From an optimization exercise on the open Yosys and OpenROAD flow, aimed at small area, a short achievable clock period and few clock cycles per item; shortcuts taken in it are not production practice.
At most, simulation tests tie the RTL to the original design; equivalence was not proved.

old:
==> flow/design.v (excerpt) <==
module alu(
    input wire clk,
    input wire reset,
    input wire start,
    input wire [1:0] op_select,    
    input wire [15:0] op1,
    input wire [7:0] op2,
    output reg [15:0] res,
    output reg done
);
For scale: roughly 790 cells after synthesis, ~46 I/O pins, roughly 4500 um^2 of cells after synthesis.
clock: 14.0 ns
lec_check: 0
cap_margin: 20
core_margin: 2
core_utilization: 40
slew_margin: 20
standard.sh (not shown) runs the stock make flow with config.mk's settings and CLKGATE_MAP_FILE= SYNTH_SCRIPT=/design/flow/synth_recipe.tcl, a recipe that flattens the netlist after the stock synthesis.
==> flow/flow/run.sh <==
#!/bin/bash
# Layout flow: the standard synthesis, then the combinational logic re-mapped
# by ABC (flip-flops untouched), then the standard ORFS flow from floorplan on.
# Each tool's output goes to a log file of its own in the work folder.
set -euo pipefail
W=$(pwd)
F=$W/flow
R=$W/orfs/results/${FLOW_PLATFORM}/alu/base
ABC_D=$(cat $F/abc_delay_ps)
bash standard.sh synth > $W/log_1_standard_synth.txt 2>&1
cp $R/1_2_yosys.v $W/standard_1_2_yosys.v
DU=$(make -s -C $FLOW_HOME DESIGN_CONFIG=$FLOW_CONFIG WORK_HOME=$W/orfs print-DONT_USE_CELLS | sed 's/^DONT_USE_CELLS: //')
printf 'set_driving_cell sky130_fd_sc_hd__buf_1\nset_load 5\n' > $W/abc.constr
sed "s/{D}/-D $ABC_D/g" $F/s.abc > $W/resynth.abc
RS_IN=$W/standard_1_2_yosys.v RS_OUT=$W/resynth.v \
  RS_LIB=$FLOW_HOME/platforms/${FLOW_PLATFORM}/lib/sky130_fd_sc_hd__tt_025C_1v80.lib \
  RS_DONTUSE="$DU" RS_D=$ABC_D RS_SCRIPT=$W/resynth.abc RS_CONSTR=$W/abc.constr \
  yosys -c $F/resynth.tcl > $W/log_2_resynth.txt 2>&1
cp $W/resynth.v $R/1_2_yosys.v
rm -f $R/1_synth.odb $R/1_synth.sdc
if [[ -f $F/orfs_env ]]; then source $F/orfs_env; fi
bash standard.sh finish > $W/log_3_standard_finish.txt 2>&1
Other scripts of this flow, unchanged in this note and not shown: flow/flow/abc_delay_ps, flow/flow/orfs_env, flow/flow/resynth.tcl, flow/flow/s.abc
Inputs modified between old and new:
Settings: setting SETUP_SLACK_MARGIN to 2 for the first time.
--- outcome ---
old → new: number of buffers inserted by port buffering now sits at about the same level, sequential fraction of total cell area now sits at about the same level.
Function was not checked in any run of this note: the RTL went through the layout flow alone.

========
Setup of v13:
alu, a different RTL version from the one above (not shown whole).
Size: roughly 46 I/O pins, ~4400 µm² of cells after synthesis.
clock: 14.0 ns
lec_check: 0
cap_margin: 20
core_margin: 2
core_utilization: 40
slew_margin: 20
==> flow/flow/run.sh <==
#!/bin/bash
# Layout flow: the standard synthesis, then the combinational logic re-mapped
# by ABC (flip-flops untouched), then the standard ORFS flow from floorplan on.
# Each tool's output goes to a log file of its own in the work folder.
set -euo pipefail
W=$(pwd)
F=$W/flow
R=$W/orfs/results/${FLOW_PLATFORM}/alu/base
ABC_D=$(cat $F/abc_delay_ps)
bash standard.sh synth > $W/log_1_standard_synth.txt 2>&1
cp $R/1_2_yosys.v $W/standard_1_2_yosys.v
DU=$(make -s -C $FLOW_HOME DESIGN_CONFIG=$FLOW_CONFIG WORK_HOME=$W/orfs print-DONT_USE_CELLS | sed 's/^DONT_USE_CELLS: //')
printf 'set_driving_cell sky130_fd_sc_hd__buf_1\nset_load 5\n' > $W/abc.constr
sed "s/{D}/-D $ABC_D/g" $F/s.abc > $W/resynth.abc
RS_IN=$W/standard_1_2_yosys.v RS_OUT=$W/resynth.v \
  RS_LIB=$FLOW_HOME/platforms/${FLOW_PLATFORM}/lib/sky130_fd_sc_hd__tt_025C_1v80.lib \
  RS_DONTUSE="$DU" RS_D=$ABC_D RS_SCRIPT=$W/resynth.abc RS_CONSTR=$W/abc.constr \
  RS_KEEP_FA=$(cat $F/keep_fa 2>/dev/null || echo 0) yosys -c $F/resynth.tcl > $W/log_2_resynth.txt 2>&1
cp $W/resynth.v $R/1_2_yosys.v
rm -f $R/1_synth.odb $R/1_synth.sdc
if [[ -f $F/orfs_env ]]; then source $F/orfs_env; fi
bash standard.sh finish > $W/log_3_standard_finish.txt 2>&1
==> flow/flow/abc_delay_ps <==
3000
==> flow/flow/keep_fa <==
1
==> flow/flow/orfs_env <==
export BUFFER_PORTS_ARGS="-buffer_cell sky130_fd_sc_hd__buf_2"
==> flow/flow/resynth.tcl <==
# Re-map the combinational logic of the standard synthesis netlist with ABC.
# The flip-flops are left as they are (same instances, names and cell types).
# env: RS_IN (netlist in), RS_OUT (netlist out), RS_LIB, RS_DONTUSE, RS_D (ABC delay target, ps),
#      RS_SCRIPT (optional ABC script)
yosys -import
set lib $::env(RS_LIB)
set du {}
foreach c $::env(RS_DONTUSE) { lappend du -dont_use $c }
read_liberty -ignore_miss_func $lib
# keep the sequential and tie cells as black boxes
foreach m [split [string trim [tee -q -s result.string select -list-mod sky130_fd_sc_hd__df* sky130_fd_sc_hd__conb_*]] "\n"] {
  blackbox $m
}
read_verilog $::env(RS_IN)
hierarchy -top alu
# Keep the full-adder cells that no flip-flop feeds (the multiplier's tree) as they are.
if {[info exists ::env(RS_KEEP_FA)] && $::env(RS_KEEP_FA)} {
  set fh [open $::env(RS_IN) r]; set ntxt [read $fh]; close $fh
  set fft [lsort -unique [regexp -all -inline {sky130_fd_sc_hd__df[a-z0-9_]+} $ntxt]]
  set ffsel {}
  set rules {}
  foreach m $fft { lappend ffsel "alu/t:$m"; append rules ":-${m}\[D,RESET_B,SET_B\]" }
  select -set ffs {*}$ffsel
  select -set regcone @ffs %co*$rules
  select -set keepfa alu/t:sky130_fd_sc_hd__fa_1 @regcone %d
  select -count @keepfa
  setattr -set keep_hierarchy 1 @keepfa
  select -clear
}
flatten alu
select -module alu
opt -purge
select -clear
hierarchy -top alu
set abc_args [list -liberty $lib {*}$du -D $::env(RS_D)]
if {[info exists ::env(RS_SCRIPT)] && $::env(RS_SCRIPT) ne ""} { lappend abc_args -script $::env(RS_SCRIPT) }
if {[info exists ::env(RS_CONSTR)] && $::env(RS_CONSTR) ne ""} { lappend abc_args -constr $::env(RS_CONSTR) }
abc {*}$abc_args
opt_clean -purge
if {[info exists ::env(RS_KEEP_FA)] && $::env(RS_KEEP_FA)} {
  blackbox sky130_fd_sc_hd__fa_1
}
hilomap -singleton -hicell sky130_fd_sc_hd__conb_1 HI -locell sky130_fd_sc_hd__conb_1 LO
splitnets
opt_clean -purge
tee -o $::env(RS_OUT).stat stat -liberty $lib
write_verilog -noattr -noexpr -nohex -nodec $::env(RS_OUT)
==> flow/flow/s.abc <==
strash
&get -n
&fraig -x
&put
scorr
dc2
strash
dch -f
balance
resub -K 6
rewrite
resub -K 6 -N 2
refactor
resub -K 8
balance
resub -K 8 -N 2
rewrite
resub -K 10
rewrite -z
resub -K 10 -N 2
balance
resub -K 12
refactor -z
resub -K 12 -N 2
rewrite -z
balance
dch -f
map {D}
topo
buffer -p
upsize {D}
dnsize {D}
stime -p
Testbench counts of v13, summed over its fixed seeds: cycles 9,972, ops 8,000.
For v8, these inputs were changed with respect to v13:
- an added CTS_BUF_LIST of sky130_fd_sc_hd__clkbuf_4
==> flow/flow/orfs_env <==
export BUFFER_PORTS_ARGS="-buffer_cell sky130_fd_sc_hd__buf_1"
Results
First-pass GRT wire length: v8 vs v13 up 0.95%
Diff v13 -> v8: measured slew at the worst slew-check pin went up, worst-case headroom to the max-slew limit went down by 7.3 points, utilization closely matched the old numbers.
v8 -> v13: count of hold buffers inserted by post-cts repair delta 0, exact match
For v22, these inputs were changed with respect to v8:
- clearing CTS_BUF_LIST, which used to be sky130_fd_sc_hd__clkbuf_4
--- a/flow/flow/run.sh
+++ b/flow/flow/run.sh
@@ -18 +18 @@
-  RS_KEEP_FA=$(cat $F/keep_fa 2>/dev/null || echo 0) yosys -c $F/resynth.tcl > $W/log_2_resynth.txt 2>&1
+  yosys -c $F/resynth.tcl > $W/log_2_resynth.txt 2>&1
==> flow/flow/abc_delay_ps <==
3500
==> flow/flow/orfs_env <==
export BUFFER_PORTS_ARGS="-buffer_cell sky130_fd_sc_hd__buf_2"
--- a/flow/flow/resynth.tcl
+++ b/flow/flow/resynth.tcl
@@ -16,14 +15,0 @@
-# Keep the full-adder cells that no flip-flop feeds (the multiplier's tree) as they are.
-if {[info exists ::env(RS_KEEP_FA)] && $::env(RS_KEEP_FA)} {
-  set fh [open $::env(RS_IN) r]; set ntxt [read $fh]; close $fh
-  set fft [lsort -unique [regexp -all -inline {sky130_fd_sc_hd__df[a-z0-9_]+} $ntxt]]
-  set ffsel {}
-  set rules {}
-  foreach m $fft { lappend ffsel "alu/t:$m"; append rules ":-${m}\[D,RESET_B,SET_B\]" }
-  select -set ffs {*}$ffsel
-  select -set regcone @ffs %co*$rules
-  select -set keepfa alu/t:sky130_fd_sc_hd__fa_1 @regcone %d
-  select -count @keepfa
-  setattr -set keep_hierarchy 1 @keepfa
-  select -clear
-}
@@ -40,3 +25,0 @@
-if {[info exists ::env(RS_KEEP_FA)] && $::env(RS_KEEP_FA)} {
-  blackbox sky130_fd_sc_hd__fa_1
-}
==> flow/flow/s.abc <==
strash
dch -f
map {D}
topo
buffer -p
upsize {D}
dnsize {D}
stime -p
removed: flow/flow/keep_fa
--- outcome ---
- v22 has completed all stages; timing, DRC and antenna checks passed.
- Per the comparison of v22 with v8, met2 routing resource usage after global routing -1.5 points; final cell count +177; met1 track demand over resource in global routing +0.26 points.
- v22 ends up with a buffer count excluding the clock tree in the final layout that is 9 lower than in v8.
- Re die area: v22 is about 9% up on v8.
- v8 ended up with sky130_fd_sc_hd__a31oi_2 as its cell at the slowest stage of the critical path; v22 ended up with sky130_fd_sc_hd__o21ai_2.
- Count of cell instances traversed by the critical path shrinks by a few percent when moving from v8 to v22.
Setup changes, v22 to v53
==> flow/flow/abc_delay_ps <==
3000
--- a/flow/flow/s.abc
+++ b/flow/flow/s.abc
@@ -1,0 +2,25 @@
+&get -n
+&fraig -x
+&put
+scorr
+dc2
+strash
+dch -f
+balance
+resub -K 6
+rewrite
+resub -K 6 -N 2
+refactor
+resub -K 8
+balance
+resub -K 8 -N 2
+rewrite
+resub -K 10
+rewrite -z
+resub -K 10 -N 2
+balance
+resub -K 12
+refactor -z
+resub -K 12 -N 2
+rewrite -z
+balance
[summary]
- Vertical die dimension, v53 and v22, lower one = v53.
- In v53 the minimum hold slack turned out 0.036 ns lower than in v22.
- In v53, met3 track demand over resource in global routing is higher than in v22.
- On first-iteration DRC count, v22 loses to v53.
- Delta(critical path depth, v53 - v22) > 0
Relative to v53, the following input files were edited for v58:
- CTS_CLUSTER_SIZE: unset -> 30
- CORE_UTILIZATION: 40 -> 60
- CTS_BUF_LIST: unset -> sky130_fd_sc_hd__clkbuf_4
- CTS_CLUSTER_DIAMETER: unset -> 300
- PLACE_DENSITY: unset -> 0.7
Results
Wire length of the first global-routing pass (v58 over v53): decrease, about 0.4%. Re setup slack of the critical path after layout: v58 is 0.27 ns down on v53. When v58 is set beside v53, its clock network contribution to total cell area turns out to be 0.99 points smaller.

==> static timing again, ports no longer ideal <==
How much do the figures lean on ideal ports? The routed layouts below were timed once more, with nothing changed but the port constraints. Step 1 (the two cells are an assumption about what drives the block):
set clk [get_ports {clk}]
set_driving_cell -lib_cell sky130_fd_sc_hd__clkbuf_16 $clk
set_driving_cell -lib_cell sky130_fd_sc_hd__buf_2 [delete_from_list [all_inputs] $clk]
Step 2 also shifts input and output timing later by t, the mid clock arrival at the registers, as if the neighbouring blocks saw the same clock. a / b / c = ideal ports / drivers / drivers and shift; a / b = the first two.
run | t, ns | setup WS [ns] | worst setup path at the end | worst register clock-pin slew, ns | cell pins on the clock port's net
old | 0.297 | 3.446 / 3.419 / 3.504 | input to output | 0.07 / 0.07 | 1
new | 0.297 | 3.446 / 3.419 / 3.504 | input to output | 0.07 / 0.07 | 1
v13 | 0.278 | 1.874 / 1.853 / 1.853 | input to output | 0.06 / 0.06 | 1
v8 | 0.311 | 1.972 / 1.949 / 1.949 | input to output | 0.11 / 0.11 | 1
v22 | 0.273 | 2.840 / 2.819 / 2.819 | input to output | 0.05 / 0.05 | 1
v53 | 0.285 | 2.158 / 2.138 / 2.138 | input to output | 0.06 / 0.06 | 1
v58 | 0.310 | 1.887 / 1.860 / 1.860 | input to output | 0.09 / 0.09 | 1
After both steps every run listed still meets setup and hold. For v58, which loses most, drivers alone change the setup slack by -0.027 ns; drivers and shift together by -0.027 ns.
